This design comes from an exercise in tuning for small area on the open sky130 flow, not from production work.
Where RTL was checked, it was by simulation tests only, not by an equivalence proof against the original.

## cordic_oscillator
module cordic_oscillator (
    input  wire               clk,
    input  wire               rst,
    input  wire               ce,
    input  wire signed [31:0] tuning_word,
    output wire signed [15:0] sin_out,
    output wire signed [15:0] cos_out,
    output wire               valid_out
);
    localparam [31:0] TWO_PI = 32'h6487ED51;
    reg  [31:0] phase_acc;
    wire [31:0] n  = phase_acc + tuning_word;
    wire [31:0] n1 = phase_acc + tuning_word - TWO_PI;
    wire [31:0] n2 = phase_acc + tuning_word + TWO_PI;
    always @(posedge clk) begin
        if (rst)
            phase_acc <= 32'd0;
        else if (ce)
            phase_acc <= (!n[31] && !n1[31]) ? n1 : n[31] ? n2 : n;
    end
    cordic_pipelined core (
        .clk(clk), .rst(rst), .z_in(phase_acc[31:12]),
        .x_out(cos_out), .y_out(sin_out), .valid_out(valid_out));
endmodule
Settings: LEC_CHECK=0, ABC_AREA=1, CAP_MARGIN=20, CORE_MARGIN=2, CORE_UTILIZATION=55, SLEW_MARGIN=20; clock period 5.5 ns.
run.sh (not shown) runs the stock make flow with config.mk's settings and CLKGATE_MAP_FILE= SYNTH_SCRIPT=/design/flow/synth_recipe.tcl, a recipe that flattens the netlist after the stock synthesis.
Then changed:
--- a/flow/design.v
+++ b/flow/design.v
@@ -341,29 +341,29 @@
     wire signed [7:0] ys_15 = ry_15[9] ? yh_m8 : ry_15[8] ? yh_p8 : yh8;
     wire signed [9:0] mx_15 = {10{~d_15_q8}}, my_15 = {10{d_15_q8}};
     wire signed [9:0] ox_15 = ys_15 >>> 7, oy_15 = xs_15 >>> 7;
     wire signed [9:0] cx_15 = {9'd0, ~d_15_q8}, cy_15 = {9'd0, d_15_q8};
     wire signed [9:0] rx_16 = rx_15 + (ox_15 ^ mx_15) + cx_15;
     wire signed [9:0] ry_16 = ry_15 + (oy_15 ^ my_15) + cy_15;
     wire signed [7:0] xs_16 = rx_16[9] ? xh_m8 : rx_16[8] ? xh_p8 : xh8;
     wire signed [7:0] ys_16 = ry_16[9] ? yh_m8 : ry_16[8] ? yh_p8 : yh8;
     wire signed [15:0] x_16 = {xs_16, rx_16[7:0]};
     wire signed [15:0] y_16 = {ys_16, ry_16[7:0]};
-    always @(posedge clk) begin
-        x_out <= negx_q8 ? -x_16 : x_16;
-        y_out <= negy_q8 ? -y_16 : y_16;
+    always @* begin
+        x_out = negx_q8 ? -x_16 : x_16;
+        y_out = negy_q8 ? -y_16 : y_16;
     end
     reg [3:0] vcnt;
     always @(posedge clk)
         if (rst) vcnt <= 0;
-        else if (vcnt != 9) vcnt <= vcnt + 1'b1;
-    assign valid_out = vcnt == 9;
+        else if (vcnt != 8) vcnt <= vcnt + 1'b1;
+    assign valid_out = vcnt == 8;
 endmodule
 module add_rca #(parameter W = 16) (
     input  wire [W-1:0] a,
     input  wire [W-1:0] b,
     input  wire         ci,
     output wire [W-1:0] s
 );
     wire [W:0] c;
     assign c[0] = ci;
     genvar i;
Result: This time the run completed, yet does not pass: negative setup slack. Core utilization grows by 4.6 points. Setup slack degrades by 1.2 ns. First-iteration DRC count shrinks by 2.2%. Final area grows by 5.2%. Routed wire length grows by about 3.6%. Synthesized cell count shrinks by about 0.6%. Count of clock-buffer cells in the layout shrinks by 12. Flip-flop and latch count shrinks by 32. Final cell count grows by 3.5%. Register-to-register slack improves by 0.05 ns.
The RTL of the second run of this note was laid out without a check of its function.

cordic_oscillator, a different RTL version from the one above (not shown whole).
Size: ~4700 cells after synthesis, ~300 flip-flops, roughly 68 I/O pins, roughly 0.031 sq mm of cells after synthesis.
// cordic_oscillator
module cordic_oscillator (
    input  wire               clk,
    input  wire               rst,
    input  wire               ce,
    input  wire signed [31:0] tuning_word,
    output wire signed [15:0] sin_out,
    output wire signed [15:0] cos_out,
    output wire               valid_out
);
    localparam [31:0] TWO_PI = 32'h6487ED51;
    reg  [31:0] phase_acc;
    wire [31:0] n  = phase_acc + tuning_word;
    wire [31:0] n1 = phase_acc + tuning_word - TWO_PI;
    wire [31:0] n2 = phase_acc + tuning_word + TWO_PI;
    always @(posedge clk) begin
        if (rst)
            phase_acc <= 32'd0;
        else if (ce)
            phase_acc <= (!n[31] && !n1[31]) ? n1 : n[31] ? n2 : n;
    end
    cordic_pipelined core (
        .clk(clk), .rst(rst), .z_in(phase_acc[31:12]),
        .x_out(cos_out), .y_out(sin_out), .valid_out(valid_out));
endmodule
==> flow/config.mk <==
export PLATFORM = sky130hd
export DESIGN_NAME = cordic_oscillator
export DESIGN_NICKNAME = cordic_oscillator
export VERILOG_FILES = /design/flow/design.v
export SDC_FILE = /design/flow/constraint.sdc
export NUM_CORES = 4
export LEC_CHECK = 0
export ABC_AREA = 1
export CAP_MARGIN = 20
export CORE_MARGIN = 2
export CORE_UTILIZATION = 40
export CTS_BUF_LIST = sky130_fd_sc_hd__clkbuf_8
export CTS_CLUSTER_DIAMETER = 60
export CTS_CLUSTER_SIZE = 16
export SLEW_MARGIN = 20
==> flow/constraint.sdc <==
create_clock -name core_clock -period 5.5 [get_ports {clk}]
set_input_delay 1.1000 -clock core_clock [delete_from_list [all_inputs] [get_ports {clk}]]
set_output_delay 1.1000 -clock core_clock [all_outputs]
set_load 0.01 [all_outputs]
Change:
--- a/flow/design.v
+++ b/flow/design.v
@@ -159,19 +159,23 @@
     wire [0:0] d_4 = z_4[13];
     wire signed [12:0] zpa_3 = z_3_q2 + (d_3 ? 13'sd12239 : -13'sd4059);
     wire signed [12:0] zpb_3 = z_3_q2 + (d_3 ? 13'sd4059 : -13'sd12239);
     wire signed [12:0] z_5 = d_4 ? zpa_3 : zpb_3;
     wire [0:0] d_5 = z_5_q3[12];
     wire signed [11:0] z_6 = z_5_q3 + (d_5 ? 12'sd2047 : -12'sd2047);
     wire [0:0] d_6 = z_6[11];
-    wire signed [10:0] z_7 = z_6 + (d_6 ? 11'sd1023 : -11'sd1023);
+    wire signed [10:0] zpa_5 = z_5_q3 + (d_5 ? 11'sd3070 : -11'sd1024);
+    wire signed [10:0] zpb_5 = z_5_q3 + (d_5 ? 11'sd1024 : -11'sd3070);
+    wire signed [10:0] z_7 = d_6 ? zpa_5 : zpb_5;
     wire [0:0] d_7 = z_7_q4[10];
     wire signed [10:0] z_8 = z_7_q4 + (d_7 ? 11'sd511 : -11'sd511);
     wire [0:0] d_8 = z_8[10];
-    wire signed [9:0] z_9 = z_8 + (d_8 ? 10'sd255 : -10'sd255);
+    wire signed [9:0] zpa_7 = z_7_q4 + (d_7 ? 10'sd766 : -10'sd256);
+    wire signed [9:0] zpb_7 = z_7_q4 + (d_7 ? 10'sd256 : -10'sd766);
+    wire signed [9:0] z_9 = d_8 ? zpa_7 : zpb_7;
     wire [0:0] d_9 = z_9_q5[9];
     wire signed [8:0] z_10 = z_9_q5 + (d_9 ? 9'sd127 : -9'sd127);
     wire [0:0] d_10 = z_10[8];
     wire signed [7:0] z_11 = z_10 + (d_10 ? 8'sd63 : -8'sd63);
     wire [0:0] d_11 = z_11[7];
     wire signed [6:0] z_12 = z_11 + (d_11 ? 7'sd31 : -7'sd31);
     wire [0:0] d_12 = z_12_q6[6];
=> Sequential share of layout area climbs by 0.36 points; final area is lower by a few percent; first-iteration DRC count fell by a quarter to a third.

re-timing with driven ports:
The flow's constraints put no driver on any port. The routed layouts listed below were extracted and timed again, unchanged, in two steps. Step 1 assumes that a clkbuf_16 drives the clock port and a buf_2 every other input. Step 2 also shifts input and output timing later by t, the mid clock arrival at the registers, as if the neighbouring blocks saw the same clock. Three values: ideal ports, drivers, drivers and shift; two values: the first two.
run | shift t [ns] | setup slack, ns | latest minus earliest clock arrival (ns) | cell pins on the clock port's net
the first run of note 1 | 0.639 | 0.368 / 0.368 / 0.247 | 0.026 / 0.026 | 1
the second run of note 1 | 0.626 | -0.868 / -0.937 / -0.311 | 0.016 / 0.016 | 1
the first run of note 2 | 0.695 | 0.221 / 0.221 / -0.037 | 0.057 / 0.056 | 1
the second run of note 2 | 0.665 | 0.306 / 0.306 / -0.183 | 0.053 / 0.053 | 1
Met with ideal ports but missed after step 2: setup timing in the first run of note 2 and the second run of note 2. For the second run of note 2, which loses most, drivers alone change the setup slack by 0.000 ns; drivers and shift together by -0.489 ns.
